Background: an optimization exercise with open tools, aiming at small area. Do not read the settings as production practice. The RTL was checked by simulation tests, not by an equivalence proof against the original design. No activity file was given, so power comes from the tool's default toggle rates.

### flow/config.mk
export PLATFORM = sky130hd
export DESIGN_NAME = topModule
export DESIGN_NICKNAME = topModule
export VERILOG_FILES = /design/flow/design.v
export SDC_FILE = /design/flow/constraint.sdc
export NUM_CORES = 4
export LEC_CHECK = 0
export CAP_MARGIN = 20
export CORE_MARGIN = 2
export CORE_UTILIZATION = 40
export SLEW_MARGIN = 20
### flow/constraint.sdc
create_clock -name core_clock -period 10.0 [get_ports {clk}]
set_input_delay 2.0000 -clock core_clock [delete_from_list [all_inputs] [get_ports {clk}]]
set_output_delay 2.0000 -clock core_clock [all_outputs]
set_load 0.01 [all_outputs]
### flow/design.v
module keypad_scan(clk, rst, scan_rst, key_col, key_row, key_data);
  input clk, rst;  
  input scan_rst;
  input [3:0] key_row;
  output [2:0] key_col;
  output [11:0] key_data;
  reg [11:0] key_data;
  reg [2:0] state_q;
  wire [2:0] state;
  wire key_stop;
  parameter no_scan = 3'b000;
  parameter column1 = 3'b001;
  parameter column2 = 3'b010;
  parameter column3 = 3'b100;
  assign key_stop=key_row[0] | key_row[1] | key_row[2] | key_row[3];
  assign state = scan_rst ? no_scan : state_q;
  assign key_col = state;
  always @(posedge clk) begin
    if (rst) state_q <= no_scan;
    else begin
      if (!key_stop) begin
        case (state)
          no_scan: state_q <= column1;
          column1: state_q <= column2;
          column2: state_q <= column3;
          column3: state_q <= column1;
          default: state_q <= no_scan;
        endcase
      end
      else state_q <= state;
    end
  end
  always @ (posedge clk) begin
    if (rst) key_data <= 12'b0000_0000_0000;
    else
    case (state)
      column1: case(key_row)
        4'b0001: key_data <= 12'b0000_0000_0001;
        4'b0010: key_data <= 12'b0000_0000_1000;
        4'b0100: key_data <= 12'b0000_0100_0000;
        4'b1000: key_data <= 12'b0010_0000_0000;  
        default: key_data <= 12'b0000_0000_0000;
      endcase
      column2: case(key_row)
        4'b0001: key_data <= 12'b0000_0000_0010;
        4'b0010: key_data <= 12'b0000_0001_0000;
        4'b0100: key_data <= 12'b0000_1000_0000;
        4'b1000: key_data <= 12'b0100_0000_0000;  
        default: key_data <= 12'b0000_0000_0000;
      endcase
      column3: case(key_row)
        4'b0001: key_data <= 12'b0000_0000_0100;
        4'b0010: key_data <= 12'b0000_0010_0000;
        4'b0100: key_data <= 12'b0001_0000_0000;
        4'b1000: key_data <= 12'b1000_0000_0000;  
        default: key_data <= 12'b0000_0000_0000;
      endcase
      default: key_data <= 12'b0000_0000_0000;
    endcase
  end
endmodule
module demux(inData, switch, clk, rst, sw, t);
  input [11:0] inData;
  input switch, clk, rst;
  output [11:0] sw, t;
  reg [11:0] sw, t;
  always @ (posedge clk) begin
    if (rst) begin
      sw <= 0;
      t <= 0;
    end
    else if (switch) begin
      sw <= inData;
      t <= 0;
    end
    else begin
    sw <= 0;
    t <= inData;
    end
  end
endmodule
module mux(swData, tData, switch, clk, rst, O);
  input [23:0] swData, tData;
  input switch;
  input clk, rst;
  output [23:0] O;
  reg [23:0] O;
  always @ (posedge clk) begin
    if (rst) O <= 0;
    else if (switch) O <= swData;
    else O <= tData;
  end
endmodule
module smallMux(s, t, switch, clk, rst, out);
  input s, t, switch;
  input clk, rst;
  output out;
  reg out;
  always @ (posedge clk) begin
    if (rst) out <= 0;
    else if(switch == 0) out <= t;
    else out <= s;
  end
endmodule
module light_distributor(i, clk, rst, o);
  input i, clk, rst;
  output [7:0] o;
  reg [7:0] o;
  always @ (posedge clk) begin
    if (rst) o <= 8'b0;
    else if (i==1) begin
      o[0] <= 1;
      o[1] <= 1;
      o[2] <= 1;
      o[3] <= 1;
      o[4] <= 1;
      o[5] <= 1;
      o[6] <= 1;
      o[7] <= 1;
    end
    else begin
      o[0] <= 0;
      o[1] <= 0;
      o[2] <= 0;
      o[3] <= 0;
      o[4] <= 0;
      o[5] <= 0;
      o[6] <= 0;
      o[7] <= 0;
    end
  end
endmodule
module outBuffer(in_data, clk, rst, seg_data, seg_position);
  input [23:0] in_data;
  input clk, rst;
  output [7:0] seg_data;
  output [5:0] seg_position;
  reg		[13:0]	clk_counter;
	reg				slow_clk;
	reg				slow_rise;
	reg		[2:0]	state;
	reg [7:0] seg_data;
	reg [5:0] seg_position;
	reg		[3:0]	min_10, min_1, sec_10, sec_1, tm_10, tm_1;
  parameter tm_1_s = 0;
  parameter tm_10_s = 1;
  parameter sec_1_s = 2;
  parameter sec_10_s = 3;
  parameter min_1_s = 4;
  parameter min_10_s = 5;
  parameter SCAN_HALF = 8;
  parameter SCAN_FULL = 16;
  function [7:0] myfunc;
    input [3:0] digit;
    begin
      case (digit)
        0: myfunc = 8'b11111100;  
        1: myfunc = 8'b01100000; 
        2: myfunc = 8'b11011010;  
        3: myfunc = 8'b11110010;  
        4: myfunc = 8'b01100110;  
        5: myfunc = 8'b10110110;  
        6: myfunc = 8'b00111110;  
        7: myfunc = 8'b11100000;  
        8: myfunc = 8'b11111110;  
        9: myfunc = 8'b11100110;  
        default: myfunc = 8'b00000000;
      endcase 
    end
  endfunction
  always @(posedge clk) begin
		if (rst) begin
			clk_counter <= 0;
			slow_clk <= 0;
		end
		else begin
			slow_clk <= (clk_counter < SCAN_HALF);
			if (clk_counter + 14'd1 == SCAN_FULL) clk_counter <= 0;
			else clk_counter <= clk_counter + 14'd1;
		end
	end
	always @ (posedge clk) begin
	  if (rst) begin
	    tm_1 <= 0;
	    tm_10 <= 0;
	    sec_1 <= 0;
	    sec_10 <= 0;
	    min_1 <= 0;
	    min_10 <= 0;
	  end
	  else begin
	    tm_1 <= in_data[3:0];
	    tm_10 <= in_data[7:4];
	    sec_1 <= in_data[11:8];
	    sec_10 <= in_data[15:12];
	    min_1 <= in_data[19:16];
	    min_10 <= in_data[23:20];
	  end
	end
  always @(posedge clk) begin
		if (rst) begin
			seg_data <= 0;
			seg_position <= 0;
			state <= tm_1_s;
		end
		else if (!slow_clk && (clk_counter < SCAN_HALF)) begin
			case (state)
				tm_1_s: begin	seg_data <= myfunc(tm_1);	seg_position <= 6'b111110;	end
				tm_10_s: begin	seg_data <= myfunc(tm_10);	seg_position <= 6'b111101;	end
				sec_1_s: begin	seg_data <= myfunc(sec_1);	seg_position <= 6'b111011;	end
				sec_10_s: begin	seg_data <= myfunc(sec_10);	seg_position <= 6'b110111;	end
				min_1_s: begin	seg_data <= myfunc(min_1);	seg_position <= 6'b101111;	end
				min_10_s: begin	seg_data <= myfunc(min_10);	seg_position <= 6'b011111;	end
				default: ;
			endcase
			if (state == 3'd5 || state == 3'd6 || state == 3'd7) state <= 0;
			else state <= state + 3'd1;
		end
	end
endmodule
module stopWatch(clk, rst, switch, in_data, rst_out, out_data);
	input			clk;
	input rst;
	input switch;
	input [11:0] in_data;
	output rst_out;
	output [23:0] out_data;
	reg rst_out;
	reg [23:0] out_data;
	reg		[31:0]	cycle_cnt;
	reg		[6:0]	min;
	reg		[6:0]	sec;
	reg		[7:0]	tm_sec;
	reg		[12:0]	fnd_cnt;
	reg [1:0] state;
	reg [1:0] n_state;
	reg n_rst_out;
	reg [31:0] n_cycle_cnt;
	reg [12:0] n_fnd_cnt;
	reg [6:0] n_min, n_sec;
	reg [7:0] n_tm_sec;
	parameter disabled = 0;
	parameter reset_state = 1;
	parameter count_state = 2;
	parameter stop_state = 3;
	parameter CYC_HALF = 2;
	parameter CYC_FULL = 4;
	parameter TICK = 1;
	always @ (posedge clk) begin
	 if (rst) begin
	   state <= disabled;
	   rst_out <= 0;
	   out_data <= 0;
	   cycle_cnt <= 0;
	   fnd_cnt <= 0;
	   min <= 0;
	   sec <= 0;
	   tm_sec <= 0;
	 end
	 else begin
	 n_state = state;
	 n_rst_out = rst_out;
	 n_cycle_cnt = cycle_cnt;
	 n_fnd_cnt = fnd_cnt;
	 n_min = min;
	 n_sec = sec;
	 n_tm_sec = tm_sec;
	 if(switch == 1 && state == disabled) begin  
	   n_state = reset_state;
	 end
	 else if (switch == 0) begin
	   n_state = disabled;
	 end
	 if (in_data == 12'b0010_0000_0000) begin  
	   n_rst_out = 1;
	   n_state = reset_state;
	 end
	 else if (in_data == 12'b1000_0000_0000) begin  
	   n_rst_out = 1;
	   if (state == count_state)
	     n_state = stop_state;
	   else 
	     n_state = count_state;
	 end
	 else begin
	   n_rst_out = 0;
	 end
	 if (state == reset_state) begin
	   n_rst_out = 0;
	   n_cycle_cnt = 0;
	   n_fnd_cnt = 0;
	   n_min = 0;
	   n_sec = 0;
	   n_tm_sec = 0;
	 end
	 if (state == count_state) begin
		  if (n_cycle_cnt == CYC_HALF) n_fnd_cnt = n_fnd_cnt + 1;
		  n_cycle_cnt = n_cycle_cnt + 1;
		  if (n_cycle_cnt == CYC_FULL)		n_cycle_cnt = 0;
	   if (n_fnd_cnt == TICK)	begin	
		    n_tm_sec = n_tm_sec + 1;
		    n_fnd_cnt = 0;
	   end
	   if (n_tm_sec == 100) begin	
		    n_tm_sec = 0;	
		    n_sec = n_sec + 1;			
	   end
	   if (n_sec == 60) begin	
		    n_sec = 0;				
		    n_min = n_min + 1;			
	   end
	   if (n_min == 60) begin 	
		   n_min = 0;
	   end
	 end
	 state <= n_state;
	 rst_out <= n_rst_out;
	 cycle_cnt <= n_cycle_cnt;
	 fnd_cnt <= n_fnd_cnt;
	 min <= n_min;
	 sec <= n_sec;
	 tm_sec <= n_tm_sec;
	 out_data[3:0] <= n_tm_sec % 10; 
	 out_data[7:4] <= n_tm_sec / 10;
	 out_data[11:8] <= n_sec % 10;
	 out_data[15:12] <= n_sec / 10;
	 out_data[19:16] <= n_min % 10;
	 out_data[23:20] <= n_min / 10;
	 end
	end
endmodule
module timer(clk, rst, switch, in_data, rst_out, light_out, out_data);
  input clk;
  input rst;
  input switch;
  input [11:0] in_data;
  output rst_out;
  output light_out;
  output [23:0] out_data;
  reg rst_out;
  reg light_out;
  reg [23:0] out_data;
  reg		[31:0]	cycle_cnt;
  reg		[6:0]	min;
	reg		[6:0]	sec;
	reg		[7:0]	tm_sec;
	reg		[12:0]	fnd_cnt;
	reg [2:0] state;
	reg [2:0] n_state;
	reg n_rst_out, n_light_out, load;
	reg [23:0] n_out_data;
	reg [31:0] n_cycle_cnt;
	reg [12:0] n_fnd_cnt;
	reg [6:0] n_min, n_sec;
	reg [7:0] n_tm_sec;
	reg [3:0] digit;
	parameter disabled = 0;
  parameter reset_state = 1;
  parameter key_input_state = 2;
  parameter ready_state = 3;
  parameter countdown_state = 4;
  parameter zero_state = 5;
  parameter CYC_HALF = 2;
  parameter CYC_FULL = 4;
  parameter TICK = 1;
  parameter BLINK = 100;
	always @ (posedge clk) begin
	 if (rst) begin
	   state <= disabled;
	   rst_out <= 0;
	   light_out <= 0;
	   out_data <= 0;
	   cycle_cnt <= 0;
	   fnd_cnt <= 0;
	   min <= 0;
	   sec <= 0;
	   tm_sec <= 0;
	 end
	 else begin
	  n_state = state;
	  n_rst_out = rst_out;
	  n_light_out = light_out;
	  n_out_data = out_data;
	  n_cycle_cnt = cycle_cnt;
	  n_fnd_cnt = fnd_cnt;
	  n_min = min;
	  n_sec = sec;
	  n_tm_sec = tm_sec;
	  load = 0;
	  digit = 0;
	 if(switch == 0 && state==disabled) begin
	   n_state = reset_state;
	 end
	 else if (switch == 1) begin
	   n_state = disabled;
	 end
	 if (in_data == 12'b0010_0000_0000) begin  
	   n_rst_out = 1;
	   case (state)
	     reset_state: n_state = key_input_state;
	     key_input_state: begin
	       n_state = ready_state;
	       load = 1;
	     end
	     default: n_state = reset_state;
	   endcase  
	 end
	 else if (in_data == 12'b1000_0000_0000) begin  
	   n_rst_out = 1;
	   case (state)
	     ready_state: n_state = countdown_state;
	     countdown_state: n_state = ready_state;
	     default: n_state = reset_state;
	   endcase
	 end
	 else if (in_data == 12'b0000_0000_0000) begin  
	   n_rst_out = 0;
	 end
	 else begin  
	   if (state == key_input_state) begin
	     n_rst_out = 1;
	     case (in_data)
	       12'b0000_0000_0001: digit = 1;
	       12'b0000_0000_0010: digit = 2;
	       12'b0000_0000_0100: digit = 3;
	       12'b0000_0000_1000: digit = 4;
	       12'b0000_0001_0000: digit = 5;
	       12'b0000_0010_0000: digit = 6;
	       12'b0000_0100_0000: digit = 7;
	       12'b0000_1000_0000: digit = 8;
	       12'b0001_0000_0000: digit = 9;
	       default: digit = 0;
	     endcase
	     n_out_data = {out_data[19:0], digit};
	   end    
	  end
	  if (load) begin
	    n_min = out_data[23:20] * 7'd10 + out_data[19:16];
	    n_sec = out_data[15:12] * 7'd10 + out_data[11:8];
	    n_tm_sec = out_data[7:4] * 8'd10 + out_data[3:0];
	  end
	  if(state == reset_state) begin
	    n_rst_out = 0;
      n_light_out = 0;
      n_out_data = 0;
      n_cycle_cnt = 0;
      n_fnd_cnt = 0;
      n_min = 0;
      n_sec = 0;
      n_tm_sec = 0;
	  end
	  if (state == countdown_state || state == zero_state) begin
		  if (n_cycle_cnt == CYC_HALF) n_fnd_cnt = n_fnd_cnt + 1;
		  n_cycle_cnt = n_cycle_cnt + 1;
		  if (n_cycle_cnt == CYC_FULL)		n_cycle_cnt = 0;
	  end
	  if (state == countdown_state) begin
	    if (min==0 && sec==0 && tm_sec==0) begin
		    n_state = zero_state;
		    n_fnd_cnt = 0;
		    n_light_out = 1;
		  end
		  else if (n_fnd_cnt == TICK) begin
		    n_fnd_cnt = 0;
		    if (n_tm_sec != 0) n_tm_sec = n_tm_sec - 1;
		    else if (n_sec != 0) begin
		      n_sec = n_sec - 1;
		      n_tm_sec = 99;
		    end
		    else begin
		      n_min = n_min - 1;
		      n_sec = 59;
		      n_tm_sec = 99;
		    end
		  end
		end
		if (state == zero_state) begin
	   if (n_fnd_cnt == BLINK)	begin	
	     n_light_out = ~light_out;
		   n_fnd_cnt = 0;
		 end
	  end
	  if(state != key_input_state) begin
	   n_out_data[3:0] = n_tm_sec % 10; 
	   n_out_data[7:4] = n_tm_sec / 10;
	   n_out_data[11:8] = n_sec % 10;
	   n_out_data[15:12] = n_sec / 10;
	   n_out_data[19:16] = n_min % 10;
	   n_out_data[23:20] = n_min / 10;
	  end
	  state <= n_state;
	  rst_out <= n_rst_out;
	  light_out <= n_light_out;
	  out_data <= n_out_data;
	  cycle_cnt <= n_cycle_cnt;
	  fnd_cnt <= n_fnd_cnt;
	  min <= n_min;
	  sec <= n_sec;
	  tm_sec <= n_tm_sec;
	 end
	end
endmodule
module topModule(clk, rst, switch, key_row, key_col, seg_data, seg_position, light_out);
  input clk, rst, switch;
  input [3:0] key_row;
  output [2:0] key_col;
  output [7:0] seg_data;
  output [5:0] seg_position;
  output [7:0] light_out;
  wire [11:0] scannerToDemux;
  wire scannerRst;
  wire [11:0] toSWData, toTimerData;
  wire [23:0] fromSWData, fromTimerData, finalData;
  wire rst_out_s, rst_out_t;
  wire light;
  keypad_scan myks(clk, rst, scannerRst, key_col, key_row, scannerToDemux);
  demux mydemux(scannerToDemux, switch, clk, rst, toSWData, toTimerData);
  stopWatch mysw(clk, rst, switch, toSWData, rst_out_s, fromSWData);
  timer mytimer(clk, rst, switch, toTimerData, rst_out_t, light, fromTimerData);
  smallMux mysmallmux(rst_out_s, rst_out_t, switch, clk, rst, scannerRst);
  light_distributor myld(light, clk, rst, light_out);
  mux mymux(fromSWData, fromTimerData, switch, clk, rst, finalData);
  outBuffer mybuffer(finalData, clk, rst, seg_data, seg_position);
endmodule
### flow/run.sh
#!/bin/bash
# synth_recipe.tcl (not shown) runs the flow's synth.tcl, then flattens the netlist and writes it again
# the make line also repeats each setting of config.mk as NAME=value (left out here)
make -C /OpenROAD-flow-scripts/flow DESIGN_CONFIG=/design/flow/config.mk WORK_HOME=/design/flow/orfs CLKGATE_MAP_FILE= SYNTH_SCRIPT=/design/flow/synth_recipe.tcl finish
==> run notes <==
-- worst register-to-register path, delay by kind of cell, from the launching register on --
kind / cells / cell delay [ps]
adder cells (fa/ha/maj): 3 / 880
buffers and inverters: 2 / 500
AO/OA/AOI/OAI: 7 / 2090
XOR/XNOR: 2 / 790
flip-flops: 1 / 620
AND/OR/NAND/NOR: 12 / 3690
-- metal layers --
| metal | up-vias | routed length [um] | track usage (%) |
|---|---|---|---|
| li1 | 10500 | - | - |
| met1 | 10100 | 27800 | 27.6 |
| met2 | 602 | 27900 | 34.9 |
| met3 | 140 | 3190 | 3.08 |
| met4 | 0 | 2140 | 8.43 |
| met5 | - | 0 | 0 |
-- placed cells by master (no fill, tap or decap), types with 48 or more instances in the layout --
cell     count
ha_1        84
and2_1      57
nor4_1      50
inv_1       74
nor3_1      87
mux2i_1     54
o21ai_0    158
a21oi_1    149
nand4_1     48
nor2_1     416
nand2_1    324
xnor2_1     64
dfxtp_1    323
nand3_1    127
-- path summary, 6_finish.rpt --
path / startpoint / slack, ps / cells after the start / end
max: mytimer.state[1] / 1310 / 26 / mytimer.out_data[18]
min: myks.key_data[5] / 450 / 1 / mydemux.sw[5]
max reg2reg: mytimer.state[1] / 1310 / 26 / mytimer.out_data[18]
min reg2reg: myks.key_data[5] / 450 / 1 / mydemux.sw[5]
-- final cells by class --
type	instances	area, um2	share of cell area, %
antenna	1	2.50	0.0104
clock buffer	60	1230	5.13
clock inverter	10	87.6	0.366
inverter	81	304	1.27
multi-input combinational	2350	14500	60.3
sequential	325	6510	27.2
tap	704	881	3.68
timing repair buffer	55	487	2.03
-- cell families after synthesis --
group	share of synthesized area, %
adder cells (fa/ha/maj)	5.54
buffers and inverters	5.13
multiplexers	3.61
flip-flops	29.5
AND/OR/NAND/NOR	29.5
AO/OA/AOI/OAI	22.2
XOR/XNOR	4.51
other	0.0170
-- through the flow --
step / instance area [um2] / util (%) / hold WS (ps)
final: 24000 / 43.7 / 451
after global routing: 24000 / 43.7 / 472
after CTS: 23900 / 43.7 / 453
after detailed placement: 22600 / 41.3 / 437
after global placement: 22600 / 41.3 / 446
after floorplan: 22100 / - / 421
-- power by group through the flow --
stage	clock network [uW]	registers [uW]	logic, uW
final	1470	1310	129
after global routing	1560	1310	141
after CTS	1510	1310	130
after detailed placement	0	1340	129
after global placement	0	1340	128
after floorplan	0	1340	79.4
==> summary.md <==
| Metric | Value |
|---|---|
| Largest net degree at the start of global routing | `98` |
| Maximum clock rate | `115 MHz` |
| Dpl hpwl | `42,600 um` |
| CTS resizes | `0` |
| GRT overflow | `0` |
| CTS tree | `built` |
| Max VDD drop | `120 uV` |
| Chip height | `239 um` |
| Die Wd | `239 um` |
| Slew headroom | `28.0%` |
| Data arrival, critical path | `9140 ps` |
| Mean routed wirelength per cell | `~17 um` |
| Core footprint | `0.0548 mm2` |
| Flops & latches, synth | `around 330` |
| Post-synth EDFFs | `0` |
| Mapped Cells | `2,958` |
| Switching Fraction | `23.7%` |
| Cell Area, Synth | `0.0221 mm2` |
| Hold buffers post-CTS | `0` |
| TritonCTS Buffers | `41` |
| Maxcap violations | `0` |
| Setup violations, final | `0` |
| Crit path largest cell delay | `810 ps` |
| Root buffer cell | `clkbuf_16` |
| Reg power frac | `between 40% and 50%` |
| Critical-path top delay cell | `or3b_2` |
| First-pass GRT wire length | `100,000 um` |
| Clock Power Share | `50.5%` |
| # port buffers | `30` |
| Number of iterations in the first detailed-routing pass | `7` |
| Count of cell types in the netlist | `112` |
| DR DRC count | `0` |
| Synth Net Count | `3,055` |
| Vias in the first global route | `20,000` |
| Main synth FF type | `dfxtp_1` |
| Clock latency (worst-skew pair) | `570 ps` |
| FP Rows | `86` |
| Initial Util | `40.3%` |
| Vias per std cell | `slightly below 6` |
| Setup TNS | `0 ps` |
| Fin crit period | `8690 ps` |
| Switching power total | `691 uW` |
| Final setup skew | `about 27 ps` |
| Internal | `2220 uW` |
| Total Power | `between 2000 and 3000 uW` |
| RSZ-0062 raised after global routing | `no` |
| Clock Sinks | `325` |
| Seq/Total Area, Yosys | `29.5%` |
| Crit path kind | `reg2reg` |
| Layout cells sized above 1 | `5.59%` |
| Gpl congestion | `~0.9` |
| Most common cell on crit path | `ha_1` |
| Commonest cells in the synthesized netlist | `nor2_1 (416), dfxtp_1 (325), nand2_1 (324)` |
| Leakage dissipation | `just under 0.009 uW` |
| Placed instance count | `3,514` |
| P per Cell Area | `122 mW/mm2` |
| Fin crit share | `86.9%` |
| Full die area | `0.0571 mm2` |
| P&R area growth vs syn | `8.56%` |
| Synth Area per Inst | `7.46 um2` |
| Most area-consuming cells after synthesis | `dfxtp_1 (29%), nor2_1 (7.1%), nand2_1 (5.5%)` |
| Pre-CTS setup slack | `1470 ps` |
| Vias after detailed routing | `21,400` |
| Status | `no timing/DRC/antenna violations` |
| CP max FO | `39` |
| Tightest Pin Transition | `1070 ps` |
| Nets | `2,951` |
| Comb power frac | `4.4%` |
| Final cell count without fillers | `approximately 3,600` |
| Total track usage | `21.1%` |
| Final Max Slew Viols | `0` |
| CP startpoint kind | `register` |
| Setup slack after layout | `between 1000 and 1500 ps` |
| Crit. End Element | `register` |
| Most frequent cell after synthesis | `nor2_1` |
| Synth area leader | `dfxtp_1` |
| IO Count | `32` |
| Synth warnings | `8` |
| Fin. Hold Viols | `0` |
| # fillers | `5,497` |
| Crit-path leading delay family | `simple AND/OR/NAND/NOR gates` |
| Drt first-iter violations | `1,601` |
| Share of the synthesized area in the top cell type | `29.5%` |
| WL final | `61,100 um` |
| CP required | `around 10,000 ps` |
| Ys async rst share | `0%` |
| Buf/Inv on CP | `2` |
| Setup Buffers After CTS | `0` |
| Htree depth | `2` |
| Min-Delay Path Class | `reg2reg` |
| Clk buf depth | `3` |
| DRT antenna net count | `0` |
| Antenna violations before repair | `0` |
| Clk slew on worst S/H paths | `roughly 60 ps` |

[what the ideal ports hide]
In the flow no input, the clock included, has a driving cell. The finished layout below was timed again as built, in two steps.
Step 1 assumes that a clkbuf_16 drives the clock port and a buf_2 every other input.
Step 2 also shifts input and output timing later by t, the mid clock arrival at the registers, as if the neighbouring blocks saw the same clock.
a / b / c = ideal ports / drivers / drivers and shift; a / b = the first two.
shift t [ns]: 0.623
setup WS [ns]: 1.306 / 1.306 / 1.306
hold slack, ns: 0.451 / 0.451 / 0.451
worst setup path after step 2: register to register
clock arrival spread, ns: 0.030 / 0.031
After both steps this run still meets setup and hold. For this run, drivers alone change the setup slack by 0.000 ns; drivers and shift together by 0.000 ns.
